Source: an optimization exercise on an open RTL-to-GDS flow (aim: small area and a short achievable clock period). Production flows keep margins and buffers that such runs may drop.
Function was checked by simulation only, so behaviour that the tests miss may differ from the original.

## flow/run.sh

```bash
#!/bin/bash
# The standard layout, with the I/O port buffers made from plain buffers
# (sky130_fd_sc_hd__buf_2) instead of the delay-cell buffers buffer_ports
# picks by default. Every port still gets its buffer.
set -euo pipefail
export BUFFER_PORTS_ARGS="-buffer_cell sky130_fd_sc_hd__buf_2"
bash standard.sh > standard.log 2>&1
```

## standard.sh

```bash
#!/bin/bash
# synth_recipe.tcl (not shown) runs the flow's synth.tcl, then flattens the netlist and writes it again
# the make line also repeats each setting of config.mk as NAME=value (left out here)
make -C /OpenROAD-flow-scripts/flow DESIGN_CONFIG=/design/flow/config.mk WORK_HOME=/design/flow/orfs CLKGATE_MAP_FILE= SYNTH_SCRIPT=/design/flow/synth_recipe.tcl "${@:-finish}"
```

## config.mk

```make
export PLATFORM = sky130hd
export DESIGN_NAME = DCT_one_dimensional
export DESIGN_NICKNAME = DCT_one_dimensional
export VERILOG_FILES = /design/flow/design.v
export SDC_FILE = /design/flow/constraint.sdc
export NUM_CORES = 4
export LEC_CHECK = 0
export ABC_AREA = 1
export CAP_MARGIN = 20
export CORE_MARGIN = 2
export CORE_UTILIZATION = 40
export SETUP_SLACK_MARGIN = 2.6
export SLEW_MARGIN = 20
```

## constraint.sdc

```tcl
create_clock -name core_clock -period 5.0 [get_ports {sys_clk}]
set_input_delay 1.0000 -clock core_clock [delete_from_list [all_inputs] [get_ports {sys_clk}]]
set_output_delay 1.0000 -clock core_clock [all_outputs]
set_load 0.01 [all_outputs]
```

## design.v

```verilog
module DA_z0
(
    input   wire            sys_clk ,
    input   wire    [15:0]  h_lo    ,    
    input   wire    [15:0]  h_hi    ,    
    input   wire            last    ,    
    input   wire            clr     ,
    output  wire    [11:0]  z
);
wire    [11:0]  ra  ;
wire    [11:0]  rb  ;
assign  ra[ 0] = 1'b0;
assign  ra[ 1] = h_lo[1] | h_lo[2] | h_lo[4] | h_lo[7] | h_lo[8] | h_lo[11] | h_lo[13] | h_lo[14];
assign  ra[ 2] = h_lo[3] | h_lo[5] | h_lo[6] | h_lo[7] | h_lo[9] | h_lo[10] | h_lo[11] | h_lo[12] | h_lo[13] | h_lo[14];
assign  ra[ 3] = h_lo[1] | h_lo[2] | h_lo[4] | h_lo[7] | h_lo[8] | h_lo[11] | h_lo[13] | h_lo[14] | h_lo[15];
assign  ra[ 4] = h_lo[3] | h_lo[5] | h_lo[6] | h_lo[7] | h_lo[9] | h_lo[10] | h_lo[11] | h_lo[12] | h_lo[13] | h_lo[14];
assign  ra[ 5] = h_lo[1] | h_lo[2] | h_lo[4] | h_lo[7] | h_lo[8] | h_lo[11] | h_lo[13] | h_lo[14] | h_lo[15];
assign  ra[ 6] = h_lo[1] | h_lo[2] | h_lo[3] | h_lo[4] | h_lo[5] | h_lo[6] | h_lo[8] | h_lo[9] | h_lo[10] | h_lo[12];
assign  ra[ 7] = h_lo[3] | h_lo[5] | h_lo[6] | h_lo[9] | h_lo[10] | h_lo[12] | h_lo[15];
assign  ra[ 8] = h_lo[1] | h_lo[2] | h_lo[4] | h_lo[8] | h_lo[15];
assign  ra[ 9] = h_lo[3] | h_lo[5] | h_lo[6] | h_lo[9] | h_lo[10] | h_lo[12];
assign  ra[10] = h_lo[7] | h_lo[11] | h_lo[13] | h_lo[14] | h_lo[15];
assign  ra[11] = 1'b0;
wire    [4:0]   pc  ;    
assign  pc[0] = h_hi[0];
assign  pc[1] = h_hi[1] | h_hi[2] | h_hi[4] | h_hi[8];
assign  pc[2] = h_hi[3] | h_hi[5] | h_hi[6] | h_hi[9] | h_hi[10] | h_hi[12];
assign  pc[3] = h_hi[7] | h_hi[11] | h_hi[13] | h_hi[14];
assign  pc[4] = h_hi[15];
wire    [4:0]   pc_p = pc & {5{~last}};
wire    [4:0]   pc_n = pc & {5{last}};
assign  rb[ 0] = 1'b0;
assign  rb[ 1] = pc[1] | pc[3];
assign  rb[ 2] = pc[2] | pc[3];
assign  rb[ 3] = pc_p[1] | pc_p[3] | pc_p[4] | pc_n[0] | pc_n[2];
assign  rb[ 4] = pc[3] | pc_p[2] | pc_n[0];
assign  rb[ 5] = pc_p[1] | pc_p[3] | pc_p[4] | pc_n[2];
assign  rb[ 6] = pc[1] | pc_p[2] | pc_n[0];
assign  rb[ 7] = pc_p[2] | pc_p[4] | pc_n[1] | pc_n[3];
assign  rb[ 8] = pc[1] | pc_p[4] | pc_n[2];
assign  rb[ 9] = pc_p[2] | pc_n[0] | pc_n[1] | pc_n[3];
assign  rb[10] = pc[3] | pc_p[4] | pc_n[2];
assign  rb[11] = pc_n[0] | pc_n[1] | pc_n[2] | pc_n[3];
reg     [13:0]  v   ;
reg     [11:0]  acc ;
reg     [1:0]   low ;
wire    [13:0]  sum = {{2{acc[11]}}, acc} + v;
always @(posedge sys_clk) begin
    v   <= {{2{ra[11]}}, ra} + {rb[11], rb, 1'b0};
    acc <= sum[13:2] & {12{~clr}};
    low <= sum[1:0];
end
assign z = {acc[9:0], low};
endmodule
module DA_z1
(
    input   wire            sys_clk ,
    input   wire    [15:0]  h_lo    ,    
    input   wire    [15:0]  h_p     ,    
    input   wire    [15:0]  h_n     ,    
    input   wire            clr     ,
    output  wire    [11:0]  z
);
wire    [11:0]  ra  ;
wire    [11:0]  rb  ;
assign  ra[ 0] = 1'b0;
assign  ra[ 1] = h_lo[1] | h_lo[2] | h_lo[5] | h_lo[6] | h_lo[9] | h_lo[10] | h_lo[13] | h_lo[14];
assign  ra[ 2] = h_lo[1] | h_lo[4] | h_lo[6] | h_lo[7] | h_lo[8] | h_lo[10] | h_lo[11] | h_lo[13];
assign  ra[ 3] = h_lo[2] | h_lo[4] | h_lo[7] | h_lo[9] | h_lo[10] | h_lo[14];
assign  ra[ 4] = h_lo[1] | h_lo[4] | h_lo[5] | h_lo[7] | h_lo[9] | h_lo[13];
assign  ra[ 5] = h_lo[1] | h_lo[2] | h_lo[3] | h_lo[7] | h_lo[8] | h_lo[13] | h_lo[14] | h_lo[15];
assign  ra[ 6] = h_lo[1] | h_lo[6] | h_lo[8] | h_lo[9] | h_lo[13];
assign  ra[ 7] = h_lo[1] | h_lo[2] | h_lo[3] | h_lo[6] | h_lo[7] | h_lo[12];
assign  ra[ 8] = h_lo[1] | h_lo[2] | h_lo[3] | h_lo[4] | h_lo[5] | h_lo[12] | h_lo[13] | h_lo[14] | h_lo[15];
assign  ra[ 9] = h_lo[3] | h_lo[5] | h_lo[6] | h_lo[9] | h_lo[10] | h_lo[13] | h_lo[14];
assign  ra[10] = h_lo[7] | h_lo[11] | h_lo[15];
assign  ra[11] = 1'b0;
assign  rb[ 0] = 1'b0;
assign  rb[ 1] = h_p[1] | h_p[2] | h_p[5] | h_p[6] | h_p[9] | h_p[10] | h_p[13] | h_p[14] | h_n[1] | h_n[2] | h_n[5] | h_n[6] | h_n[9] | h_n[10] | h_n[13] | h_n[14];
assign  rb[ 2] = h_p[1] | h_p[4] | h_p[6] | h_p[7] | h_p[8] | h_p[10] | h_p[11] | h_p[13] | h_n[1] | h_n[4] | h_n[6] | h_n[7] | h_n[8] | h_n[10] | h_n[11] | h_n[13];
assign  rb[ 3] = h_p[2] | h_p[4] | h_p[7] | h_p[9] | h_p[10] | h_p[14] | h_n[2] | h_n[4] | h_n[7] | h_n[9] | h_n[10] | h_n[14];
assign  rb[ 4] = h_p[1] | h_p[4] | h_p[5] | h_p[7] | h_p[9] | h_p[13] | h_n[1] | h_n[4] | h_n[5] | h_n[7] | h_n[9] | h_n[13];
assign  rb[ 5] = h_p[1] | h_p[2] | h_p[3] | h_p[7] | h_p[8] | h_p[13] | h_p[14] | h_p[15] | h_n[0] | h_n[4] | h_n[5] | h_n[6] | h_n[9] | h_n[10] | h_n[11] | h_n[12];
assign  rb[ 6] = h_p[1] | h_p[8] | h_p[13] | h_n[1] | h_n[8] | h_n[13] | h_p[6] | h_p[9] | h_n[0] | h_n[4] | h_n[5] | h_n[10] | h_n[11] | h_n[12];
assign  rb[ 7] = h_p[1] | h_p[2] | h_p[3] | h_p[6] | h_p[7] | h_n[1] | h_n[2] | h_n[3] | h_n[6] | h_n[7] | h_p[12] | h_n[0] | h_n[4] | h_n[5] | h_n[10] | h_n[11];
assign  rb[ 8] = h_p[4] | h_p[5] | h_n[4] | h_n[5] | h_p[1] | h_p[2] | h_p[3] | h_p[12] | h_p[13] | h_p[14] | h_p[15] | h_n[6] | h_n[7] | h_n[8] | h_n[9];
assign  rb[ 9] = h_p[3] | h_p[13] | h_p[14] | h_n[3] | h_n[13] | h_n[14] | h_p[5] | h_p[6] | h_p[9] | h_p[10] | h_n[0] | h_n[4] | h_n[7] | h_n[8] | h_n[11];
assign  rb[10] = h_p[7] | h_p[11] | h_n[7] | h_n[11] | h_p[15] | h_n[1] | h_n[2] | h_n[3] | h_n[5] | h_n[6] | h_n[9] | h_n[10] | h_n[12] | h_n[13] | h_n[14];
assign  rb[11] = h_n[0] | h_n[1] | h_n[2] | h_n[3] | h_n[4] | h_n[5] | h_n[6] | h_n[7] | h_n[8] | h_n[9] | h_n[10] | h_n[11] | h_n[12] | h_n[13] | h_n[14];
reg     [13:0]  v   ;
reg     [11:0]  acc ;
reg     [1:0]   low ;
wire    [13:0]  sum = {{2{acc[11]}}, acc} + v;
always @(posedge sys_clk) begin
    v   <= {{2{ra[11]}}, ra} + {rb[11], rb, 1'b0};
    acc <= sum[13:2] & {12{~clr}};
    low <= sum[1:0];
end
assign z = {acc[9:0], low};
endmodule
module DA_z2
(
    input   wire            sys_clk ,
    input   wire    [15:0]  h_lo    ,    
    input   wire    [15:0]  h_hi    ,    
    input   wire            clr     ,
    output  wire    [11:0]  z
);
wire    [11:0]  ra  ;
wire    [11:0]  rb  ;
assign  ra[ 0] = h_lo[1] | h_lo[3] | h_lo[5] | h_lo[7] | h_lo[8] | h_lo[10] | h_lo[12] | h_lo[14];
assign  ra[ 1] = h_lo[8] | h_lo[10] | h_lo[12] | h_lo[14];
assign  ra[ 2] = h_lo[2] | h_lo[3] | h_lo[4] | h_lo[5] | h_lo[8] | h_lo[11] | h_lo[13] | h_lo[14];
assign  ra[ 3] = h_lo[1] | h_lo[3] | h_lo[4] | h_lo[7] | h_lo[10] | h_lo[13];
assign  ra[ 4] = h_lo[1] | h_lo[3] | h_lo[4] | h_lo[5] | h_lo[7] | h_lo[13];
assign  ra[ 5] = h_lo[4] | h_lo[8] | h_lo[10] | h_lo[12] | h_lo[13] | h_lo[14];
assign  ra[ 6] = h_lo[1] | h_lo[2] | h_lo[7] | h_lo[10] | h_lo[11] | h_lo[12];
assign  ra[ 7] = h_lo[1] | h_lo[2] | h_lo[3] | h_lo[7] | h_lo[10] | h_lo[11];
assign  ra[ 8] = h_lo[1] | h_lo[4] | h_lo[5] | h_lo[7] | h_lo[12] | h_lo[13];
assign  ra[ 9] = h_lo[3] | h_lo[4] | h_lo[8] | h_lo[10] | h_lo[13] | h_lo[14];
assign  ra[10] = h_lo[4] | h_lo[8] | h_lo[10] | h_lo[12] | h_lo[13] | h_lo[14];
assign  ra[11] = h_lo[4] | h_lo[8] | h_lo[10] | h_lo[12] | h_lo[13] | h_lo[14];
assign  rb[ 0] = h_hi[1] | h_hi[3] | h_hi[5] | h_hi[7] | h_hi[8] | h_hi[10] | h_hi[12] | h_hi[14];
assign  rb[ 1] = h_hi[8] | h_hi[10] | h_hi[12] | h_hi[14];
assign  rb[ 2] = h_hi[2] | h_hi[3] | h_hi[4] | h_hi[5] | h_hi[8] | h_hi[11] | h_hi[13] | h_hi[14];
assign  rb[ 3] = h_hi[1] | h_hi[3] | h_hi[4] | h_hi[7] | h_hi[10] | h_hi[13];
assign  rb[ 4] = h_hi[1] | h_hi[3] | h_hi[4] | h_hi[5] | h_hi[7] | h_hi[13];
assign  rb[ 5] = h_hi[4] | h_hi[8] | h_hi[10] | h_hi[12] | h_hi[13] | h_hi[14];
assign  rb[ 6] = h_hi[1] | h_hi[2] | h_hi[7] | h_hi[10] | h_hi[11] | h_hi[12];
assign  rb[ 7] = h_hi[1] | h_hi[2] | h_hi[3] | h_hi[7] | h_hi[10] | h_hi[11];
assign  rb[ 8] = h_hi[1] | h_hi[4] | h_hi[5] | h_hi[7] | h_hi[12] | h_hi[13];
assign  rb[ 9] = h_hi[3] | h_hi[4] | h_hi[8] | h_hi[10] | h_hi[13] | h_hi[14];
assign  rb[10] = h_hi[4] | h_hi[8] | h_hi[10] | h_hi[12] | h_hi[13] | h_hi[14];
assign  rb[11] = h_hi[4] | h_hi[8] | h_hi[10] | h_hi[12] | h_hi[13] | h_hi[14];
reg     [13:0]  v   ;
reg     [11:0]  acc ;
reg     [1:0]   low ;
wire    [13:0]  sum = {{2{acc[11]}}, acc} + v;
always @(posedge sys_clk) begin
    v   <= {{2{ra[11]}}, ra} + {rb[11], rb, 1'b0};
    acc <= sum[13:2] & {12{~clr}};
    low <= sum[1:0];
end
assign z = {acc[9:0], low};
endmodule
module DA_z3
(
    input   wire            sys_clk ,
    input   wire    [15:0]  h_lo    ,    
    input   wire    [15:0]  h_p     ,    
    input   wire    [15:0]  h_n     ,    
    input   wire            clr     ,
    output  wire    [11:0]  z
);
wire    [11:0]  ra  ;
wire    [11:0]  rb  ;
assign  ra[ 0] = 1'b0;
assign  ra[ 1] = h_lo[1] | h_lo[3] | h_lo[4] | h_lo[6] | h_lo[9] | h_lo[11] | h_lo[12] | h_lo[14];
assign  ra[ 2] = h_lo[2] | h_lo[3] | h_lo[5] | h_lo[6] | h_lo[8] | h_lo[9] | h_lo[12] | h_lo[15];
assign  ra[ 3] = h_lo[1] | h_lo[2] | h_lo[4] | h_lo[9] | h_lo[11] | h_lo[12] | h_lo[13] | h_lo[14];
assign  ra[ 4] = h_lo[2] | h_lo[5] | h_lo[7] | h_lo[13] | h_lo[15];
assign  ra[ 5] = h_lo[1] | h_lo[5] | h_lo[6] | h_lo[8] | h_lo[11] | h_lo[12] | h_lo[15];
assign  ra[ 6] = h_lo[3] | h_lo[7] | h_lo[8] | h_lo[12];
assign  ra[ 7] = h_lo[1] | h_lo[2] | h_lo[5] | h_lo[6] | h_lo[8] | h_lo[9] | h_lo[10] | h_lo[12] | h_lo[13] | h_lo[14];
assign  ra[ 8] = h_lo[1] | h_lo[2] | h_lo[3] | h_lo[5] | h_lo[6] | h_lo[7];
assign  ra[ 9] = h_lo[2] | h_lo[4] | h_lo[5] | h_lo[7] | h_lo[8] | h_lo[10] | h_lo[13] | h_lo[15];
assign  ra[10] = h_lo[2] | h_lo[4] | h_lo[5] | h_lo[6] | h_lo[7] | h_lo[8] | h_lo[10] | h_lo[12] | h_lo[13] | h_lo[14] | h_lo[15];
assign  ra[11] = h_lo[2] | h_lo[4] | h_lo[5] | h_lo[6] | h_lo[7] | h_lo[8] | h_lo[10] | h_lo[12] | h_lo[13] | h_lo[14] | h_lo[15];
assign  rb[ 0] = 1'b0;
assign  rb[ 1] = h_p[1] | h_p[3] | h_p[4] | h_p[6] | h_p[9] | h_p[11] | h_p[12] | h_p[14] | h_n[1] | h_n[3] | h_n[4] | h_n[6] | h_n[9] | h_n[11] | h_n[12] | h_n[14];
assign  rb[ 2] = h_p[2] | h_p[3] | h_p[5] | h_p[6] | h_p[8] | h_p[9] | h_p[12] | h_p[15] | h_n[0] | h_n[1] | h_n[4] | h_n[7] | h_n[10] | h_n[11] | h_n[13] | h_n[14];
assign  rb[ 3] = h_p[2] | h_p[9] | h_p[12] | h_n[2] | h_n[9] | h_n[12] | h_p[1] | h_p[4] | h_p[11] | h_p[13] | h_p[14] | h_n[0] | h_n[7] | h_n[10];
assign  rb[ 4] = h_p[7] | h_n[7] | h_p[2] | h_p[5] | h_p[13] | h_p[15] | h_n[1] | h_n[3] | h_n[4] | h_n[6] | h_n[8] | h_n[9] | h_n[11] | h_n[12] | h_n[14];
assign  rb[ 5] = h_p[1] | h_p[6] | h_p[8] | h_p[11] | h_p[12] | h_n[1] | h_n[6] | h_n[8] | h_n[11] | h_n[12] | h_p[5] | h_p[15] | h_n[2] | h_n[13];
assign  rb[ 6] = h_p[3] | h_p[7] | h_p[8] | h_p[12] | h_n[0] | h_n[1] | h_n[2] | h_n[4] | h_n[6] | h_n[9] | h_n[10] | h_n[11] | h_n[13] | h_n[14];
assign  rb[ 7] = h_p[5] | h_p[8] | h_p[12] | h_n[5] | h_n[8] | h_n[12] | h_p[1] | h_p[2] | h_p[6] | h_p[9] | h_p[10] | h_p[13] | h_p[14] | h_n[0] | h_n[4] | h_n[11];
assign  rb[ 8] = h_p[1] | h_p[2] | h_p[3] | h_p[5] | h_p[6] | h_p[7] | h_n[1] | h_n[2] | h_n[3] | h_n[5] | h_n[6] | h_n[7] | h_n[0] | h_n[4] | h_n[11];
assign  rb[ 9] = h_p[4] | h_n[4] | h_p[2] | h_p[5] | h_p[7] | h_p[8] | h_p[10] | h_p[13] | h_p[15] | h_n[1] | h_n[3] | h_n[6] | h_n[9] | h_n[12] | h_n[14];
assign  rb[10] = h_p[4] | h_p[6] | h_p[12] | h_p[14] | h_n[4] | h_n[6] | h_n[12] | h_n[14] | h_p[2] | h_p[5] | h_p[7] | h_p[8] | h_p[10] | h_p[13] | h_p[15];
assign  rb[11] = h_p[4] | h_p[6] | h_p[12] | h_p[14] | h_n[4] | h_n[6] | h_n[12] | h_n[14] | h_p[2] | h_p[5] | h_p[7] | h_p[8] | h_p[10] | h_p[13] | h_p[15];
reg     [13:0]  v   ;
reg     [11:0]  acc ;
reg     [1:0]   low ;
wire    [13:0]  sum = {{2{acc[11]}}, acc} + v;
always @(posedge sys_clk) begin
    v   <= {{2{ra[11]}}, ra} + {rb[11], rb, 1'b0};
    acc <= sum[13:2] & {12{~clr}};
    low <= sum[1:0];
end
assign z = {acc[9:0], low};
endmodule
module DA_z4
(
    input   wire            sys_clk ,
    input   wire    [15:0]  h_lo    ,    
    input   wire    [15:0]  h_hi    ,    
    input   wire            clr     ,
    output  wire    [11:0]  z
);
wire    [11:0]  ra  ;
wire    [11:0]  rb  ;
assign  ra[ 0] = 1'b0;
assign  ra[ 1] = h_lo[1] | h_lo[2] | h_lo[4] | h_lo[7] | h_lo[8] | h_lo[11] | h_lo[13] | h_lo[14];
assign  ra[ 2] = h_lo[2] | h_lo[4] | h_lo[6] | h_lo[7] | h_lo[9] | h_lo[14];
assign  ra[ 3] = h_lo[1] | h_lo[6] | h_lo[8] | h_lo[11] | h_lo[13];
assign  ra[ 4] = h_lo[2] | h_lo[4] | h_lo[7] | h_lo[9] | h_lo[14];
assign  ra[ 5] = h_lo[1] | h_lo[6] | h_lo[8] | h_lo[11] | h_lo[13];
assign  ra[ 6] = h_lo[1] | h_lo[8] | h_lo[9] | h_lo[11] | h_lo[13];
assign  ra[ 7] = h_lo[2] | h_lo[4] | h_lo[7] | h_lo[9] | h_lo[14];
assign  ra[ 8] = h_lo[1] | h_lo[6] | h_lo[8] | h_lo[11] | h_lo[13];
assign  ra[ 9] = h_lo[2] | h_lo[4] | h_lo[7] | h_lo[9] | h_lo[14];
assign  ra[10] = h_lo[2] | h_lo[4] | h_lo[6] | h_lo[7] | h_lo[14];
assign  ra[11] = h_lo[2] | h_lo[4] | h_lo[6] | h_lo[7] | h_lo[14];
assign  rb[ 0] = 1'b0;
assign  rb[ 1] = h_hi[1] | h_hi[2] | h_hi[4] | h_hi[7] | h_hi[8] | h_hi[11] | h_hi[13] | h_hi[14];
assign  rb[ 2] = h_hi[2] | h_hi[4] | h_hi[6] | h_hi[7] | h_hi[9] | h_hi[14];
assign  rb[ 3] = h_hi[1] | h_hi[6] | h_hi[8] | h_hi[11] | h_hi[13];
assign  rb[ 4] = h_hi[2] | h_hi[4] | h_hi[7] | h_hi[9] | h_hi[14];
assign  rb[ 5] = h_hi[1] | h_hi[6] | h_hi[8] | h_hi[11] | h_hi[13];
assign  rb[ 6] = h_hi[1] | h_hi[8] | h_hi[9] | h_hi[11] | h_hi[13];
assign  rb[ 7] = h_hi[2] | h_hi[4] | h_hi[7] | h_hi[9] | h_hi[14];
assign  rb[ 8] = h_hi[1] | h_hi[6] | h_hi[8] | h_hi[11] | h_hi[13];
assign  rb[ 9] = h_hi[2] | h_hi[4] | h_hi[7] | h_hi[9] | h_hi[14];
assign  rb[10] = h_hi[2] | h_hi[4] | h_hi[6] | h_hi[7] | h_hi[14];
assign  rb[11] = h_hi[2] | h_hi[4] | h_hi[6] | h_hi[7] | h_hi[14];
reg     [13:0]  v   ;
reg     [11:0]  acc ;
reg     [1:0]   low ;
wire    [13:0]  sum = {{2{acc[11]}}, acc} + v;
always @(posedge sys_clk) begin
    v   <= {{2{ra[11]}}, ra} + {rb[11], rb, 1'b0};
    acc <= sum[13:2] & {12{~clr}};
    low <= sum[1:0];
end
assign z = {acc[9:0], low};
endmodule
module DA_z5
(
    input   wire            sys_clk ,
    input   wire    [15:0]  h_lo    ,    
    input   wire    [15:0]  h_p     ,    
    input   wire    [15:0]  h_n     ,    
    input   wire            clr     ,
    output  wire    [11:0]  z
);
wire    [11:0]  ra  ;
wire    [11:0]  rb  ;
assign  ra[ 0] = 1'b0;
assign  ra[ 1] = h_lo[2] | h_lo[3] | h_lo[6] | h_lo[7] | h_lo[8] | h_lo[9] | h_lo[12] | h_lo[13];
assign  ra[ 2] = h_lo[1] | h_lo[3] | h_lo[4] | h_lo[6] | h_lo[9] | h_lo[10] | h_lo[12] | h_lo[15];
assign  ra[ 3] = h_lo[1] | h_lo[2] | h_lo[6] | h_lo[7] | h_lo[8] | h_lo[12] | h_lo[13] | h_lo[14];
assign  ra[ 4] = h_lo[1] | h_lo[10] | h_lo[11] | h_lo[14] | h_lo[15];
assign  ra[ 5] = h_lo[3] | h_lo[4] | h_lo[6] | h_lo[8] | h_lo[10] | h_lo[13] | h_lo[15];
assign  ra[ 6] = h_lo[4] | h_lo[6] | h_lo[9] | h_lo[11];
assign  ra[ 7] = h_lo[5] | h_lo[7] | h_lo[8] | h_lo[9] | h_lo[10] | h_lo[11];
assign  ra[ 8] = h_lo[1] | h_lo[3] | h_lo[5] | h_lo[7] | h_lo[8] | h_lo[10] | h_lo[13] | h_lo[15];
assign  ra[ 9] = h_lo[2] | h_lo[3] | h_lo[6] | h_lo[7] | h_lo[9] | h_lo[10] | h_lo[12] | h_lo[13];
assign  ra[10] = h_lo[2] | h_lo[3] | h_lo[6] | h_lo[7] | h_lo[10];
assign  ra[11] = h_lo[2] | h_lo[3] | h_lo[6] | h_lo[7] | h_lo[10];
assign  rb[ 0] = 1'b0;
assign  rb[ 1] = h_p[2] | h_p[3] | h_p[6] | h_p[7] | h_p[8] | h_p[9] | h_p[12] | h_p[13] | h_n[2] | h_n[3] | h_n[6] | h_n[7] | h_n[8] | h_n[9] | h_n[12] | h_n[13];
assign  rb[ 2] = h_p[1] | h_p[3] | h_p[4] | h_p[6] | h_p[9] | h_p[10] | h_p[12] | h_p[15] | h_n[0] | h_n[2] | h_n[5] | h_n[7] | h_n[8] | h_n[11] | h_n[13] | h_n[14];
assign  rb[ 3] = h_p[1] | h_p[6] | h_p[12] | h_n[1] | h_n[6] | h_n[12] | h_p[2] | h_p[7] | h_p[8] | h_p[13] | h_p[14] | h_n[0] | h_n[5] | h_n[11];
assign  rb[ 4] = h_p[11] | h_n[11] | h_p[1] | h_p[10] | h_p[14] | h_p[15] | h_n[2] | h_n[3] | h_n[4] | h_n[6] | h_n[7] | h_n[8] | h_n[9] | h_n[12] | h_n[13];
assign  rb[ 5] = h_p[3] | h_p[4] | h_p[6] | h_p[8] | h_p[13] | h_n[3] | h_n[4] | h_n[6] | h_n[8] | h_n[13] | h_p[10] | h_p[15] | h_n[1] | h_n[14];
assign  rb[ 6] = h_p[4] | h_p[6] | h_p[9] | h_p[11] | h_n[0] | h_n[1] | h_n[2] | h_n[3] | h_n[5] | h_n[7] | h_n[8] | h_n[12] | h_n[13] | h_n[14];
assign  rb[ 7] = h_p[9] | h_p[10] | h_p[11] | h_n[9] | h_n[10] | h_n[11] | h_p[5] | h_p[7] | h_p[8] | h_n[0] | h_n[1] | h_n[2] | h_n[3] | h_n[12] | h_n[13] | h_n[14];
assign  rb[ 8] = h_p[1] | h_p[3] | h_p[13] | h_n[1] | h_n[3] | h_n[13] | h_p[5] | h_p[7] | h_p[8] | h_p[10] | h_p[15] | h_n[4] | h_n[6] | h_n[9] | h_n[11];
assign  rb[ 9] = h_p[7] | h_p[10] | h_n[7] | h_n[10] | h_p[2] | h_p[3] | h_p[6] | h_p[9] | h_p[12] | h_p[13] | h_n[0] | h_n[1] | h_n[4] | h_n[11] | h_n[14];
assign  rb[10] = h_p[2] | h_p[3] | h_p[6] | h_p[7] | h_p[10] | h_n[2] | h_n[3] | h_n[6] | h_n[7] | h_n[10] | h_n[0] | h_n[1] | h_n[4] | h_n[11] | h_n[14];
assign  rb[11] = h_p[2] | h_p[3] | h_p[6] | h_p[7] | h_p[10] | h_n[2] | h_n[3] | h_n[6] | h_n[7] | h_n[10] | h_n[0] | h_n[1] | h_n[4] | h_n[11] | h_n[14];
reg     [13:0]  v   ;
reg     [11:0]  acc ;
reg     [1:0]   low ;
wire    [13:0]  sum = {{2{acc[11]}}, acc} + v;
always @(posedge sys_clk) begin
    v   <= {{2{ra[11]}}, ra} + {rb[11], rb, 1'b0};
    acc <= sum[13:2] & {12{~clr}};
    low <= sum[1:0];
end
assign z = {acc[9:0], low};
endmodule
module DA_z6
(
    input   wire            sys_clk ,
    input   wire    [15:0]  h_lo    ,    
    input   wire    [15:0]  h_hi    ,    
    input   wire            clr     ,
    output  wire    [11:0]  z
);
wire    [11:0]  ra  ;
wire    [11:0]  rb  ;
assign  ra[ 0] = h_lo[2] | h_lo[3] | h_lo[4] | h_lo[5] | h_lo[10] | h_lo[11] | h_lo[12] | h_lo[13];
assign  ra[ 1] = h_lo[2] | h_lo[3] | h_lo[10] | h_lo[11];
assign  ra[ 2] = h_lo[1] | h_lo[2] | h_lo[5] | h_lo[7] | h_lo[8] | h_lo[11] | h_lo[12] | h_lo[14];
assign  ra[ 3] = h_lo[3] | h_lo[4] | h_lo[5] | h_lo[8] | h_lo[13] | h_lo[14];
assign  ra[ 4] = h_lo[4] | h_lo[5] | h_lo[8] | h_lo[12] | h_lo[13] | h_lo[14];
assign  ra[ 5] = h_lo[2] | h_lo[3] | h_lo[8] | h_lo[10] | h_lo[11] | h_lo[14];
assign  ra[ 6] = h_lo[1] | h_lo[3] | h_lo[4] | h_lo[7] | h_lo[10] | h_lo[13];
assign  ra[ 7] = h_lo[1] | h_lo[3] | h_lo[4] | h_lo[5] | h_lo[7] | h_lo[13];
assign  ra[ 8] = h_lo[4] | h_lo[8] | h_lo[10] | h_lo[12] | h_lo[13] | h_lo[14];
assign  ra[ 9] = h_lo[2] | h_lo[3] | h_lo[5] | h_lo[8] | h_lo[11] | h_lo[14];
assign  ra[10] = h_lo[2] | h_lo[3] | h_lo[8] | h_lo[10] | h_lo[11] | h_lo[14];
assign  ra[11] = h_lo[2] | h_lo[3] | h_lo[8] | h_lo[10] | h_lo[11] | h_lo[14];
assign  rb[ 0] = h_hi[2] | h_hi[3] | h_hi[4] | h_hi[5] | h_hi[10] | h_hi[11] | h_hi[12] | h_hi[13];
assign  rb[ 1] = h_hi[2] | h_hi[3] | h_hi[10] | h_hi[11];
assign  rb[ 2] = h_hi[1] | h_hi[2] | h_hi[5] | h_hi[7] | h_hi[8] | h_hi[11] | h_hi[12] | h_hi[14];
assign  rb[ 3] = h_hi[3] | h_hi[4] | h_hi[5] | h_hi[8] | h_hi[13] | h_hi[14];
assign  rb[ 4] = h_hi[4] | h_hi[5] | h_hi[8] | h_hi[12] | h_hi[13] | h_hi[14];
assign  rb[ 5] = h_hi[2] | h_hi[3] | h_hi[8] | h_hi[10] | h_hi[11] | h_hi[14];
assign  rb[ 6] = h_hi[1] | h_hi[3] | h_hi[4] | h_hi[7] | h_hi[10] | h_hi[13];
assign  rb[ 7] = h_hi[1] | h_hi[3] | h_hi[4] | h_hi[5] | h_hi[7] | h_hi[13];
assign  rb[ 8] = h_hi[4] | h_hi[8] | h_hi[10] | h_hi[12] | h_hi[13] | h_hi[14];
assign  rb[ 9] = h_hi[2] | h_hi[3] | h_hi[5] | h_hi[8] | h_hi[11] | h_hi[14];
assign  rb[10] = h_hi[2] | h_hi[3] | h_hi[8] | h_hi[10] | h_hi[11] | h_hi[14];
assign  rb[11] = h_hi[2] | h_hi[3] | h_hi[8] | h_hi[10] | h_hi[11] | h_hi[14];
reg     [13:0]  v   ;
reg     [11:0]  acc ;
reg     [1:0]   low ;
wire    [13:0]  sum = {{2{acc[11]}}, acc} + v;
always @(posedge sys_clk) begin
    v   <= {{2{ra[11]}}, ra} + {rb[11], rb, 1'b0};
    acc <= sum[13:2] & {12{~clr}};
    low <= sum[1:0];
end
assign z = {acc[9:0], low};
endmodule
module DA_z7
(
    input   wire            sys_clk ,
    input   wire    [15:0]  h_lo    ,    
    input   wire    [15:0]  h_p     ,    
    input   wire    [15:0]  h_n     ,    
    input   wire            clr     ,
    output  wire    [11:0]  z
);
wire    [11:0]  ra  ;
wire    [11:0]  rb  ;
assign  ra[ 0] = 1'b0;
assign  ra[ 1] = h_lo[4] | h_lo[5] | h_lo[6] | h_lo[7] | h_lo[8] | h_lo[9] | h_lo[10] | h_lo[11];
assign  ra[ 2] = h_lo[1] | h_lo[2] | h_lo[5] | h_lo[6] | h_lo[9] | h_lo[10] | h_lo[12] | h_lo[15];
assign  ra[ 3] = h_lo[3] | h_lo[4] | h_lo[5] | h_lo[6] | h_lo[8] | h_lo[9] | h_lo[10] | h_lo[13] | h_lo[14] | h_lo[15];
assign  ra[ 4] = h_lo[7] | h_lo[11] | h_lo[12] | h_lo[13] | h_lo[14] | h_lo[15];
assign  ra[ 5] = h_lo[1] | h_lo[2] | h_lo[4] | h_lo[7] | h_lo[9] | h_lo[10] | h_lo[12] | h_lo[15];
assign  ra[ 6] = h_lo[1] | h_lo[2] | h_lo[3] | h_lo[7] | h_lo[9] | h_lo[10] | h_lo[11] | h_lo[15];
assign  ra[ 7] = h_lo[2] | h_lo[4] | h_lo[6] | h_lo[7] | h_lo[10] | h_lo[12] | h_lo[14] | h_lo[15];
assign  ra[ 8] = h_lo[3] | h_lo[4] | h_lo[11] | h_lo[12];
assign  ra[ 9] = h_lo[2] | h_lo[3] | h_lo[5] | h_lo[8] | h_lo[9] | h_lo[12] | h_lo[14] | h_lo[15];
assign  ra[10] = h_lo[2] | h_lo[3] | h_lo[8] | h_lo[9] | h_lo[10] | h_lo[11] | h_lo[12] | h_lo[14] | h_lo[15];
assign  ra[11] = h_lo[2] | h_lo[3] | h_lo[8] | h_lo[9] | h_lo[10] | h_lo[11] | h_lo[12] | h_lo[14] | h_lo[15];
assign  rb[ 0] = 1'b0;
assign  rb[ 1] = h_p[4] | h_p[5] | h_p[6] | h_p[7] | h_p[8] | h_p[9] | h_p[10] | h_p[11] | h_n[4] | h_n[5] | h_n[6] | h_n[7] | h_n[8] | h_n[9] | h_n[10] | h_n[11];
assign  rb[ 2] = h_p[1] | h_p[2] | h_p[5] | h_p[6] | h_p[9] | h_p[10] | h_p[12] | h_p[15] | h_n[0] | h_n[3] | h_n[4] | h_n[7] | h_n[8] | h_n[11] | h_n[13] | h_n[14];
assign  rb[ 3] = h_p[3] | h_p[4] | h_p[8] | h_p[13] | h_p[14] | h_n[3] | h_n[4] | h_n[8] | h_n[13] | h_n[14] | h_p[5] | h_p[6] | h_p[9] | h_p[10] | h_p[15] | h_n[1] | h_n[2] | h_n[12];
assign  rb[ 4] = h_p[7] | h_p[11] | h_p[12] | h_p[13] | h_p[14] | h_n[7] | h_n[11] | h_n[12] | h_n[13] | h_n[14] | h_p[15] | h_n[5] | h_n[6] | h_n[9] | h_n[10];
assign  rb[ 5] = h_p[1] | h_p[2] | h_p[4] | h_p[7] | h_p[9] | h_p[10] | h_p[12] | h_n[1] | h_n[2] | h_n[4] | h_n[7] | h_n[9] | h_n[10] | h_n[12] | h_p[15];
assign  rb[ 6] = h_p[1] | h_p[2] | h_p[3] | h_p[7] | h_p[9] | h_p[10] | h_p[11] | h_n[1] | h_n[2] | h_n[3] | h_n[7] | h_n[9] | h_n[10] | h_n[11] | h_p[15];
assign  rb[ 7] = h_p[2] | h_p[4] | h_p[6] | h_p[7] | h_p[10] | h_p[12] | h_p[14] | h_n[2] | h_n[4] | h_n[6] | h_n[7] | h_n[10] | h_n[12] | h_n[14] | h_p[15];
assign  rb[ 8] = h_p[3] | h_p[4] | h_p[11] | h_p[12] | h_n[0] | h_n[1] | h_n[2] | h_n[5] | h_n[6] | h_n[7] | h_n[8] | h_n[9] | h_n[10] | h_n[13] | h_n[14];
assign  rb[ 9] = h_p[2] | h_p[5] | h_p[8] | h_p[9] | h_p[14] | h_n[2] | h_n[5] | h_n[8] | h_n[9] | h_n[14] | h_p[3] | h_p[12] | h_p[15] | h_n[4] | h_n[11];
assign  rb[10] = h_p[2] | h_p[8] | h_p[9] | h_p[10] | h_p[11] | h_p[14] | h_n[2] | h_n[8] | h_n[9] | h_n[10] | h_n[11] | h_n[14] | h_p[3] | h_p[12] | h_p[15];
assign  rb[11] = h_p[2] | h_p[8] | h_p[9] | h_p[10] | h_p[11] | h_p[14] | h_n[2] | h_n[8] | h_n[9] | h_n[10] | h_n[11] | h_n[14] | h_p[3] | h_p[12] | h_p[15];
reg     [13:0]  v   ;
reg     [11:0]  acc ;
reg     [1:0]   low ;
wire    [13:0]  sum = {{2{acc[11]}}, acc} + v;
always @(posedge sys_clk) begin
    v   <= {{2{ra[11]}}, ra} + {rb[11], rb, 1'b0};
    acc <= sum[13:2] & {12{~clr}};
    low <= sum[1:0];
end
assign z = {acc[9:0], low};
endmodule
module DCT_one_dimensional
(
    input   wire                    sys_clk         ,
    input   wire                    sys_rst_n       ,
    input   wire                    start           ,
    input   wire            [95:0]  DCT_data_in     ,
    output  wire    signed  [11:0]  DCT_data_o_z0   ,
    output  wire    signed  [11:0]  DCT_data_o_z1   ,
    output  wire    signed  [11:0]  DCT_data_o_z2   ,
    output  wire    signed  [11:0]  DCT_data_o_z3   ,
    output  wire    signed  [11:0]  DCT_data_o_z4   ,
    output  wire    signed  [11:0]  DCT_data_o_z5   ,
    output  wire    signed  [11:0]  DCT_data_o_z6   ,
    output  wire    signed  [11:0]  DCT_data_o_z7   ,
    output  wire                    data_en
);
reg     [9:1]   st      ;
always @(posedge sys_clk or negedge sys_rst_n)
    if (sys_rst_n == 1'b0)
        st <= 9'd0;
    else
        st <= {st[8:1], start};
assign data_en = st[9];
reg             busy    ;
always @(posedge sys_clk or negedge sys_rst_n)
    if (sys_rst_n == 1'b0)
        busy <= 1'b0;
    else if (start == 1'b1)
        busy <= 1'b1;
    else if (st[5] == 1'b1)
        busy <= 1'b0;
wire    b_last  = st[6];
wire    r_last  = st[7];
wire    a_clr   = st[2];
reg     [95:0]  xs      ;
wire    [95:0]  xs_nxt  ;
genvar          gi, gj;
generate
    for (gi = 0; gi < 8; gi = gi + 1) begin : g_smp
        for (gj = 0; gj < 12; gj = gj + 1) begin : g_bit
            if (gj >= 10) begin : g_top
                assign xs_nxt[12*gi+gj] = DCT_data_in[12*gi+gj];
            end else begin : g_shf
                assign xs_nxt[12*gi+gj] = busy ? xs[12*gi+gj+2] : DCT_data_in[12*gi+gj];
            end
        end
    end
endgenerate
always @(posedge sys_clk)
    xs <= xs_nxt;
reg     [3:0]   ce, cd  ;        
wire    [3:0]   ce_n, cd_n, el_n, eh_n, dl_n, dh_n;
generate
    for (gi = 0; gi < 4; gi = gi + 1) begin : g_bfly
        wire a0 = xs[12*gi];
        wire a1 = xs[12*gi+1];
        wire b0 = xs[12*(7-gi)];
        wire b1 = xs[12*(7-gi)+1] ^ b_last;
        wire n0 = ~xs[12*(7-gi)];
        wire n1 = ~xs[12*(7-gi)+1] ^ b_last;
        wire ec0 = ce[gi];
        wire es0 = a0 ^ b0 ^ ec0;
        wire ec1 = (a0 & b0) | (a0 & ec0) | (b0 & ec0);
        wire es1 = a1 ^ b1 ^ ec1;
        wire ec2 = (a1 & b1) | (a1 & ec1) | (b1 & ec1);
        wire dc0 = cd[gi];
        wire ds0 = a0 ^ n0 ^ dc0;
        wire dc1 = (a0 & n0) | (a0 & dc0) | (n0 & dc0);
        wire ds1 = a1 ^ n1 ^ dc1;
        wire dc2 = (a1 & n1) | (a1 & dc1) | (n1 & dc1);
        assign ce_n[gi] = busy & ec2;
        assign cd_n[gi] = ~busy | dc2;
        assign el_n[gi] = es0;
        assign eh_n[gi] = es1;
        assign dl_n[gi] = ds0;
        assign dh_n[gi] = ds1;
    end
endgenerate
wire    [15:0]  eh1 = 16'd1 << eh_n;
wire    [15:0]  dh1 = 16'd1 << dh_n;
reg     [15:0]  oel, oeh, odl, odh_p, odh_n;
always @(posedge sys_clk) begin
    ce    <= ce_n;
    cd    <= cd_n;
    oel   <= 16'd1 << el_n;
    odl   <= 16'd1 << dl_n;
    oeh   <= eh1;
    odh_p <= dh1 & {16{~b_last}};
    odh_n <= dh1 & {16{b_last}};
end
DA_z0 DA_z0_inst (.sys_clk(sys_clk), .h_lo(oel), .h_hi(oeh), .last(r_last),            .clr(a_clr), .z(DCT_data_o_z0));
DA_z1 DA_z1_inst (.sys_clk(sys_clk), .h_lo(odl), .h_p(odh_p), .h_n(odh_n),             .clr(a_clr), .z(DCT_data_o_z1));
DA_z2 DA_z2_inst (.sys_clk(sys_clk), .h_lo(oel), .h_hi(oeh),                            .clr(a_clr), .z(DCT_data_o_z2));
DA_z3 DA_z3_inst (.sys_clk(sys_clk), .h_lo(odl), .h_p(odh_p), .h_n(odh_n),             .clr(a_clr), .z(DCT_data_o_z3));
DA_z4 DA_z4_inst (.sys_clk(sys_clk), .h_lo(oel), .h_hi(oeh),                            .clr(a_clr), .z(DCT_data_o_z4));
DA_z5 DA_z5_inst (.sys_clk(sys_clk), .h_lo(odl), .h_p(odh_p), .h_n(odh_n),             .clr(a_clr), .z(DCT_data_o_z5));
DA_z6 DA_z6_inst (.sys_clk(sys_clk), .h_lo(oel), .h_hi(oeh),                            .clr(a_clr), .z(DCT_data_o_z6));
DA_z7 DA_z7_inst (.sys_clk(sys_clk), .h_lo(odl), .h_p(odh_p), .h_n(odh_n),             .clr(a_clr), .z(DCT_data_o_z7));
endmodule
```

==> flow_metrics.py, run 1 <==
metrics = {
    "outcome": {
        "outcome": "timing/DRC/antenna clean",
    },
    "routing": {
        "wl_per_cell_microns": 14.8,
        "drtPass1Iterations": 10,
        "via_count": 20200,
        "drt-total-wl_microns": 61900,
        "route.detailed.drc": 0,
        "highest_layer": "met5",
        "drt_iter0_markers": 1469,
        "detail-route-antenna-nets": 0,
        "via_per_inst": 4.84,
        "wl_met1_microns": 29300,
        "met2_length_microns": 26600,
        "route.met3.wl_microns": 3700,
    },
    "setup_path": {
        "cp_top_family": "simple AND/OR/NAND/NOR gates",
        "critical_path_required_ns": 5.47,
        "critPathLaunchType": "register",
        "crit_chain": "nor2_4 > inv_4 > nor4_4 > nand4_1 > ha_2 > fa_2 > nand3_2 > nand2_4 > nand3_2 > nand3_2 > xor2_1",
        "slowest_delay_ns": 0.38,
        "cp-end-kind": "register",
        "crit_buf_inv": 1,
        "crit_slowest_cell": "fa_2",
        "worst-path-max-fanout": 5,
        "worst-setup-path-type": "reg2reg",
        "cp.arrival_ns": 2.88,
        "cpMostUsedCell": "nand3_2",
    },
    "die": {
        "initial_utilization_pct": 40.3,
        "fp-row-count": 87,
        "fp.dieW_microns": 242,
        "die_h_microns": 242,
        "io-pin-count": 196,
        "dieArea_sq_mm": 0.0585,
        "coreArea_sq_mm": 0.0562,
    },
    "synth": {
        "ys_types": 39,
        "synthesis.nets": 3536,
        "synth_top_cell_area_share_pct": 34.6,
        "ys_ff_latch": 401,
        "synth_cells": 3231,
        "ys_seq_area_share_pct": 35.7,
        "synth.area.top_cells": "dfxtp_1, nand2_1, ha_1",
        "yosysTopAreaCell": "dfxtp_1",
        "avgSynthCellArea_sq_um": 7.01,
        "syn_area_sq_mm": 0.0226,
        "yosysWarnings": 9,
    },
    "run": {
        "cap_viol_max_count": 0,
    },
    "clock_network": {
        "cts_made_buffers": 47,
        "cts.clk_slew.worst_paths_ns": 0.06,
        "root_buffer": "clkbuf_16",
        "cts.sinks": 401,
        "cts_tree": "done",
        "clockBufferDepth": 3,
        "insertion_delay_ns": 0.60,
        "h-tree-depth": 2,
        "hold_buffers": 0,
    },
    "timing": {
        "worst_pin_slew_ns": 0.938,
        "slew_headroom_pct": 37.5,
        "period_minus_slack_ns": 2.41,
        "finalSetupViolations": 0,
        "fin_skew_ns": 0.0307,
        "rsz0062_at_grt": "true",
        "holdWs_ns": 0.244,
        "period_share_pct": 48.3,
        "worst_slack_ns": 2.59,
        "slew_violations": 0,
        "final-hold-violation-count": 0,
        "max_freq_ghz": 0.414,
        "final.setup.tns_ns": 0,
    },
    "placement": {
        "dp.cells": 4059,
        "dpl_cell_area_sq_mm": 0.0238,
        "dpl_worst_slack_ns": 2.06,
        "port_buffers": 195,
        "gp_congestion": 1.04,
        "detailed_place_hpwl_microns": 48100,
    },
    "finish": {
        "layout_common_cells": "nand2_1, inv_1, nor2_1",
        "syn_to_final_growth_pct": 17.7,
        "fin_util_pct": 47.4,
        "finalNetCount": 3690,
        "final_cell_area_sq_mm": 0.0266,
        "drive_gt1_share_pct": 15.8,
        "multi_input_area_sq_mm": 0.0130,
        "antenna_cells": 0,
        "mostFrequentLayoutCell": "nand2_1",
        "fill_cells": 5703,
        "seq_area_sq_mm": 0.00816,
        "layoutNonFillerInstCount": 4178,
    },
    "global_routing": {
        "grt_max_degree": 88,
        "grt_usage_pct": 20.5,
        "antenna_found_initial": 1,
        "globalRouteOverflowTotal": 0,
        "grt_pass1_vias": 18800,
        "grt_pass1_wl_microns": 97900,
    },
    "min_path": {
        "hp-class": "in2async",
    },
}
==> metal layers <==
| metal | GRT usage (%) | up-vias |
|---|---|---|
| met1 | 28.1 | 8942 |
| met5 | 0 | - |
| met3 | 4.36 | 173 |
| li1 | - | 10500 |
| met2 | 31.9 | 573 |
| met4 | 7.15 | 2 |
==> synth_stat cells (all sizes together) <==
cell type  count
nand2        963
nor2         418
inv          410
dfxtp        391
nand3        236
ha           174
a21oi        126
buf          102
nand4         82
nor3          64
o21ai         53
xor2          48
fa            32
nor4          31
clkbuf        24
o21bai        17
xnor2         16
nor3b         12
dfrtp         10
a21o           7
a31oi          6
a21boi         3
and2           3
nand3b         3
==> cells by family after synthesis <==
| logic type | count (synthesis) | share of synthesized area [%] |
|---|---|---|
| xor gates and xnor gates | 64 | 2.48 |
| buffers and inverters | 536 | 10.5 |
| and+or+nand+nor | 1812 | 33.8 |
| DFF | 401 | 35.7 |
| adders and majority gates | 206 | 12.4 |
| AOI/OAI and AO/OA | 212 | 5.10 |
==> sequential cells by signal (all words and copies together), names as in the netlist, 12 cells and up <==
name            flops
DA_z0_inst.v       13
DA_z3_inst.acc     12
odh_p              15
DA_z6_inst.acc     12
oel                15
DA_z1_inst.v       13
DA_z7_inst.acc     12
DA_z5_inst.acc     12
DA_z0_inst.acc     12
odl                15
oeh                16
xs                 96
DA_z6_inst.v       13
DA_z7_inst.v       12
DA_z2_inst.acc     12
DA_z3_inst.v       12
odh_n              15
DA_z1_inst.acc     12
DA_z2_inst.v       13
DA_z4_inst.acc     12
DA_z5_inst.v       12
==> worst reg2reg max path: stages (launching register included) <==
cell and delay, ns:
dfxtp_4 0.37, nor2_4 0.14, inv_4 0.07, nor4_4 0.34, nand4_1 0.25, ha_2 0.28
fa_2 0.38, nand3_2 0.09, nand2_4 0.07, nand3_2 0.08, nand3_2 0.07, xor2_1 0.14
==> timing repair <==
action / CTS / global route
pin swaps: 15 / 41
buffers inserted: 10 / 23
hold endpoints to repair: 0 / 0
gates resized for setup: 72 / 164
setup endpoints to repair: 65 / 46
gates cloned: 0 / 0
==> worst paths after layout <==
kind                                    from                 to  slack (ns)  depth (start not counted)
setup / recovery                    odh_n[8]   DA_z7_inst.v[10]        2.59                         11
hold / removal                     sys_rst_n              st[9]        0.24                          1
setup reg to reg                    odh_n[8]   DA_z7_inst.v[10]        2.59                         11
hold reg to reg            DA_z7_inst.acc[0]  DA_z7_inst.low[0]        0.33                          0
max in group asynchronous          sys_rst_n               busy        4.55                          1
min in group core_clock    DA_z7_inst.acc[0]  DA_z7_inst.low[0]        0.33                          0
==> final cells by class <==
cell class,instances,area share (%)
Inverter,410,5.84
Tap cell,756,3.55
Clock inverter,26,1.40
Clock buffer,60,5.05
Multi-Input combinational cell,2294,48.8
Timing Repair Buffer,231,4.72
Sequential cell,401,30.6
==> run 2: changes to the inputs <==
==> flow/run.sh (replaced) <==
#!/bin/bash
# The standard layout, with the I/O port buffers made from plain buffers
# (sky130_fd_sc_hd__buf_1) instead of the delay-cell buffers buffer_ports
# picks by default. Every port still gets its buffer.
set -euo pipefail
export BUFFER_PORTS_ARGS="-buffer_cell sky130_fd_sc_hd__buf_1"
bash standard.sh > standard.log 2>&1
--- a/config.mk
+++ b/config.mk
@@ -5,9 +5,8 @@
 export SDC_FILE = /design/flow/constraint.sdc
 export NUM_CORES = 4
 export LEC_CHECK = 0
-export ABC_AREA = 1
 export CAP_MARGIN = 20
 export CORE_MARGIN = 2
-export CORE_UTILIZATION = 40
+export CORE_UTILIZATION = 55
 export SETUP_SLACK_MARGIN = 2.6
 export SLEW_MARGIN = 20
==> run 2 against run 1 <==
Against the previous run: critical path depth decreased by 1; critical path type unchanged; highest routed layer is now met4.
==> flow_metrics.py, run 2 <==
metrics = {
    "die": {
        "initial_utilization_pct": 55.5,
        "io-pin-count": 196,
        "coreArea_sq_mm": 0.0364,
        "fp-row-count": 70,
        "dieArea_sq_mm": 0.0383,
        "die_h_microns": 196,
        "fp.dieW_microns": 196,
    },
    "setup_path": {
        "crit_slowest_cell": "or4_4",
        "cp.arrival_ns": 3.13,
        "cp-end-kind": "register",
        "critical_path_required_ns": 5.41,
        "cpMostUsedCell": "o21ai_2",
        "critPathLaunchType": "register",
        "worst-setup-path-type": "reg2reg",
        "crit_chain": "or4_4 > nor3_4 > nand4_1 > ha_4 > o21ai_2 > nand2b_1 > nand3_2 > a21oi_2 > o21ai_2 > xor2_1",
        "worst-path-max-fanout": 4,
        "slowest_delay_ns": 0.56,
    },
    "synth": {
        "ys_types": 71,
        "synth-simple-area-share_pct": 17.8,
        "synth.area.top_cells": "dfxtp_1, ha_1, nor2_1",
        "yosysWarnings": 9,
        "synthArstFlopShare_pct": 2.49,
        "synth_fa_ha_area_share_pct": 13.9,
        "avgSynthCellArea_sq_um": 9.41,
        "synthXorXnorAreaFrac_pct": 5.71,
        "synth_top_family_by_area": "simple AND/OR/NAND/NOR gates",
        "synth_compound_area_share_pct": 12.5,
        "synth_cells": 2150,
        "synth_flop_cell": "dfxtp_1",
        "synth-edff-count": 0,
        "synth.most_common_cell": "dfxtp_1",
        "synthMuxAreaShare_pct": 4.50,
        "synth_top_cell_area_share_pct": 38.7,
        "ys_seq_area_share_pct": 39.9,
        "synthesis.nets": 2455,
        "ys_ff_latch": 401,
        "netlist_top_cells_count": "dfxtp_1, nor2_1, ha_1",
        "syn_area_sq_mm": 0.0202,
        "yosysTopAreaCell": "dfxtp_1",
    },
    "global_routing": {
        "busiest_layer": "met2",
        "grt_usage_pct": 26.4,
        "use_met3_pct": 6.31,
        "antenna_found_initial": 2,
        "grt_pass1_wl_microns": 81500,
        "grt_pass1_vias": 16000,
        "globalRouteOverflowTotal": 0,
        "grt_use_met1_pct": 34.1,
        "grt_max_degree": 90,
        "gr-usage-met2_pct": 43.1,
    },
    "timing": {
        "worst_pin_slew_ns": 1.06,
        "slew_headroom_pct": 29.3,
        "fin_skew_ns": 0.0238,
        "slew_violations": 0,
        "final-hold-violation-count": 0,
        "final.setup.tns_ns": 0,
        "max_freq_ghz": 0.367,
        "holdWs_ns": 0.352,
        "period_share_pct": 54.4,
        "finalSetupViolations": 0,
        "rsz0062_at_grt": "true",
        "period_minus_slack_ns": 2.72,
    },
    "finish": {
        "drive_gt1_share_pct": 25.2,
        "mostFrequentLayoutCell": "dfxtp_1",
        "fill_cells": 2747,
        "largest_reg_flops": 96,
        "layout_common_cells": "dfxtp_1, nor2_1, buf_1",
        "reg_top3": "xs: 96 flops, oeh: 16 flops",
        "antenna_cells": 0,
        "top_register": "xs",
        "syn_to_final_growth_pct": 24.1,
        "seq_area_sq_mm": 0.00821,
        "finalNetCount": 2685,
        "multi_input_area_sq_mm": 0.0128,
    },
    "clock_network": {
        "root_buffer": "clkbuf_16",
        "cts_tree": "done",
        "cts.clk_slew.worst_paths_ns": 0.06,
        "cts.sinks": 401,
        "cts_made_buffers": 43,
        "clockBufferDepth": 3,
        "h-tree-depth": 2,
        "insertion_delay_ns": 0.57,
    },
    "placement": {
        "gp_congestion": 0.963,
        "detailed_place_hpwl_microns": 37300,
        "port_buffers": 195,
    },
    "run": {
        "cap_viol_max_count": 0,
    },
    "min_path": {
        "hp-class": "reg2reg",
    },
    "routing": {
        "drtPass1Iterations": 5,
        "drt-total-wl_microns": 53000,
        "via_count": 16500,
        "drt_iter0_markers": 960,
        "via_per_inst": 5.72,
        "wl_per_cell_microns": 18.4,
        "route.detailed.drc": 0,
        "detail-route-antenna-nets": 0,
    },
    "outcome": {
        "outcome": "timing/DRC/antenna clean",
    },
}
-- run 2: final timing paths --
path | startpoint | cells past startpoint | to | slack [ns]
worst min-delay path | st[1] | 0 | st[2] | 0.35
max in group asynchronous | sys_rst_n | 1 | st[2] | 4.19
worst min register to register | st[1] | 0 | st[2] | 0.35
worst max register to register | odh_n[1] | 10 | DA_z1_inst.v[12] | 2.28
worst max-delay path | odh_n[1] | 10 | DA_z1_inst.v[12] | 2.28
min in group asynchronous | sys_rst_n | 1 | st[3] | 0.40
-- run 2: what timing repair did --
action	4_1_cts	5_1_grt
pin swaps	78	117
buffers inserted	64	68
hold buffers	0	0
endpoints found under the setup margin	57	65
resized for setup	177	191
hold endpoints to repair	0	0
-- run 2: area by class of cell --
type / count / area share, %
Clock buffer: 57 / 4.73
Clock inverter: 20 / 0.847
Inverter: 75 / 1.13
Multi-Input combinational cell: 1531 / 50.8
Sequential cell: 401 / 32.7
Tap cell: 468 / 2.33
Timing Repair Buffer: 328 / 7.42
-- run 2: cell families after synthesis --
group,Yosys count
buffers and inverters,218
and+or+nand+nor,741
xor gates and xnor gates,132
DFF,401
adders and majority gates,206
AOI/OAI and AO/OA,371
muxes,81
-- run 2: layer usage --
layer	vias to the layer above	wire length, microns
met5	-	0
met4	0	1830
met3	135	3680
met2	559	24300
met1	7802	23200
li1	7972	-
-- run 2: through the flow --
| step | std cells | area (sq um) | setup slack (ns) | utilization [%] |
|---|---|---|---|---|
| floorplan | 2150 | 20600 | 2.33 | - |
| CTS | 2812 | 23600 | 2.25 | 64.9 |
| finish | 2880 | 25100 | 2.28 | 68.9 |
| global placement | 2671 | 21000 | 1.87 | 57.7 |
| global route | 2880 | 25100 | 2.20 | 68.9 |
| detailed placement | 2671 | 21000 | 1.86 | 57.7 |
-- run 2: critical path: cells and delay by family, from the launching register on --
kind / cells / cell delay (ns)
compound gates: 3 / 0.26
xor+xnor: 1 / 0.14
simple gates: 5 / 1.38
flops: 1 / 0.37
fa+ha+maj: 1 / 0.41
==> run 3: changes to the inputs <==
--- a/config.mk
+++ b/config.mk
@@ -5,8 +5,9 @@
 export SDC_FILE = /design/flow/constraint.sdc
 export NUM_CORES = 4
 export LEC_CHECK = 0
+export ABC_AREA = 1
 export CAP_MARGIN = 20
 export CORE_MARGIN = 2
 export CORE_UTILIZATION = 55
-export SETUP_SLACK_MARGIN = 2.6
+export SETUP_SLACK_MARGIN = 2.7
 export SLEW_MARGIN = 20
==> run 3 against run 2 <==
Against the previous run: global-route usage is 2.5 points higher; maximum frequency is 15% higher; setup slack better by 0.36 ns; count of clock-buffer cells in the layout is 3 higher; critical path depth stayed put; flip-flop and latch count stayed put; critical endpoint is now DA_z5_inst.v[11]; synthesized area is 12% higher; hold slack worse by 0.0070 ns.
==> flow_metrics.py, run 3 <==
metrics = {
    "synth": {
        "synth-edff-count": 0,
        "ys_ff_latch": 401,
        "ys_types": 39,
        "synth_flop_cell": "dfxtp_1",
        "yosysWarnings": 9,
        "synthesis.nets": 3536,
        "synth_top_cell_area_share_pct": 34.6,
        "yosysTopAreaCell": "dfxtp_1",
        "synth.most_common_cell": "nand2_1",
        "netlist_top_cells_count": "nand2_1, nor2_1, inv_1",
        "synth.area.top_cells": "dfxtp_1, nand2_1, ha_1",
        "syn_area_sq_mm": 0.0226,
        "ys_seq_area_share_pct": 35.7,
        "synthArstFlopShare_pct": 2.49,
        "avgSynthCellArea_sq_um": 7.01,
        "synth_cells": 3231,
    },
    "setup_path": {
        "cp-end-kind": "register",
        "reg2reg_slack_ns": 2.64,
        "worst_r2r_path_depth": 10,
        "reg2reg_to": "DA_z5_inst.v[11]",
        "worst-path-max-fanout": 9,
        "r2r-start": "odh_n[4]",
        "worst-setup-path-type": "reg2reg",
        "critical_path_required_ns": 5.47,
        "critPathLaunchType": "register",
        "cp.arrival_ns": 2.83,
    },
    "routing": {
        "drtPass1Iterations": 8,
        "wl_per_cell_microns": 15.9,
        "drt-total-wl_microns": 63400,
        "drt_iter0_markers": 1582,
        "detail-route-antenna-nets": 0,
        "via_count": 21100,
        "via_per_inst": 5.30,
        "route.detailed.drc": 0,
    },
    "finish": {
        "drive_gt1_share_pct": 13.3,
        "largest_reg_flops": 96,
        "reg_top3": "xs: 96 flops, oeh: 16 flops",
        "layoutNonFillerInstCount": 3989,
        "antenna_cells": 0,
        "top_register": "xs",
        "fin_util_pct": 65.4,
        "finalNetCount": 3727,
        "mostFrequentLayoutCell": "nand2_1",
        "layout_common_cells": "nand2_1, inv_1, nor2_1",
        "syn_to_final_growth_pct": 17.7,
        "fill_cells": 3575,
        "final_cell_area_sq_mm": 0.0267,
    },
    "timing": {
        "finalSetupViolations": 0,
        "rsz0062_at_grt": "true",
        "slew_violations": 0,
        "final.setup.tns_ns": 0,
        "max_freq_ghz": 0.423,
        "period_share_pct": 47.3,
        "fin_skew_ns": 0.0349,
        "holdWs_ns": 0.345,
        "worst_pin_slew_ns": 0.820,
        "period_minus_slack_ns": 2.36,
        "final-hold-violation-count": 0,
        "slew_headroom_pct": 45.4,
    },
    "outcome": {
        "outcome": "timing/DRC/antenna clean",
    },
    "global_routing": {
        "antenna_found_initial": 1,
        "grt_pass1_vias": 19800,
        "grt_usage_pct": 28.9,
        "globalRouteOverflowTotal": 0,
        "grt_max_degree": 89,
        "grt_pass1_wl_microns": 98400,
    },
    "clock_network": {
        "cts_made_buffers": 44,
        "h-tree-depth": 2,
        "clockBufferDepth": 3,
        "root_buffer": "clkbuf_16",
        "hold_buffers": 0,
        "insertion_delay_ns": 0.59,
        "cts.clk_slew.worst_paths_ns": 0.07,
        "cts_tree": "done",
        "cts.sinks": 401,
    },
    "die": {
        "die_h_microns": 207,
        "coreArea_sq_mm": 0.0407,
        "io-pin-count": 196,
        "dieArea_sq_mm": 0.0428,
        "fp.dieW_microns": 207,
        "fp-row-count": 74,
        "initial_utilization_pct": 55.6,
    },
    "placement": {
        "port_buffers": 195,
        "dp.cells": 3836,
        "dpl_cell_area_sq_mm": 0.0232,
        "gp_congestion": 0.972,
        "detailed_place_hpwl_microns": 48400,
    },
    "run": {
        "cap_viol_max_count": 0,
    },
    "min_path": {
        "min_to": "st[9]",
        "hp-class": "reg2reg",
        "whs_path_depth": 0,
        "holdCritStartpoint": "st[8]",
    },
}
[run 3: cell count changes after synthesis, moves of 34 or more]
| cell | delta |
|---|---|
| nand2_1 | +858 |
| inv_1 | +327 |
| nand3_1 | +192 |
| nor2_1 | +130 |
| mux2_2 | -80 |
| xnor2_1 | -64 |
| nand4_1 | +57 |
| a21oi_1 | +56 |
| nand2b_1 | -49 |
| o21ai_0 | -48 |
| a211oi_1 | -34 |
[run 3: cell type report]
| class | count | area (sq um) | area share (%) |
|---|---|---|---|
| clock buffer | 60 | 1290 | 4.85 |
| inverter | 410 | 1560 | 5.87 |
| clock inverter | 21 | 258 | 0.967 |
| multi-input combinational | 2294 | 13400 | 50.1 |
| sequential | 401 | 8190 | 30.7 |
| tap | 532 | 666 | 2.50 |
| timing repair buffer | 271 | 1330 | 4.97 |
[run 3: layer usage]
layer	global-route usage [%]	up-vias	wire (microns)
li1	-	10600	-
met1	37.6	9612	27900
met2	48.5	753	29100
met3	4.47	169	4070
met4	10.5	2	2260
met5	0	-	9
[run 3: per-stage QoR]
step | setup slack [ns]
final | 2.64
after detailed placement | 2.19
after global placement | 2.21
after global routing | 2.60
after floorplan | 2.73
after CTS | 2.68
[run 3: how the worst max path moves through the flow]
stage / from / endpoint / slack [ns]
6_report: odh_n[4] / DA_z5_inst.v[11] / 2.64
4_1_cts: odh_p[12] / DA_z5_inst.v[10] / 2.68
3_3_place_gp: odh_n[11] / DA_z7_inst.v[10] / 2.21
5_1_grt: odh_p[10] / DA_z1_inst.v[8] / 2.60
2_1_floorplan: odh_p[8] / DA_z5_inst.v[10] / 2.73
3_5_place_dp: odh_p[12] / DA_z5_inst.v[10] / 2.19
[run 3: kinds of logic (layout without fill, tap and decap cells)]
logic type / count (synthesis) / in the layout / synth area share, %
simple gates: 1812 / 1812 / 33.8
buf+inv: 536 / 762 / 10.5
flops: 401 / 401 / 35.7
xor+xnor: 64 / 64 / 2.48
compound gates: 212 / 212 / 5.10
fa+ha+maj: 206 / 206 / 12.4
[run 3: critical path: stages (launching register included)]
cell      delay (ns)
dfxtp_2         0.41
nor2_4          0.18
nand3_2         0.12
nor2_2          0.20
nand4_1         0.36
ha_4            0.39
a21oi_1         0.14
a21boi_2        0.22
nand3_1         0.11
nand2_1         0.07
nand2_1         0.04
[run 3: what timing repair did]
item	in CTS	in global routing
gates cloned	0	0
gates resized for setup	146	205
endpoints found under the setup margin	47	67
pin swaps	38	74
buffers inserted	26	46

## re-timing with driven ports
Ports are ideal in the flow. The routed layouts listed here were re-timed in OpenROAD. Step 1 assumes that a clkbuf_16 drives the clock port and a buf_2 every other input. Step 2 adds t to the input delays and takes it off the output delays; t is the mean of the earliest and latest rising clock arrival at the registers after step 1. Input paths then give back, and output paths get back, about the clock's delay inside the block. a / b / c = ideal / step 1 / step 2; a / b = the first two.
run | t (ns) | slack for setup (ns) | worst setup path at the end | slew at the worst register clock pin (ns)
run 1 | 0.653 | 2.587 / 2.587 / 2.587 | register to register | 0.06 / 0.06
run 2 | 0.615 | 2.278 / 2.278 / 2.278 | register to register | 0.06 / 0.06
run 3 | 0.632 | 2.635 / 2.635 / 2.635 | register to register | 0.07 / 0.07
After both steps setup and hold are still met in every run listed.
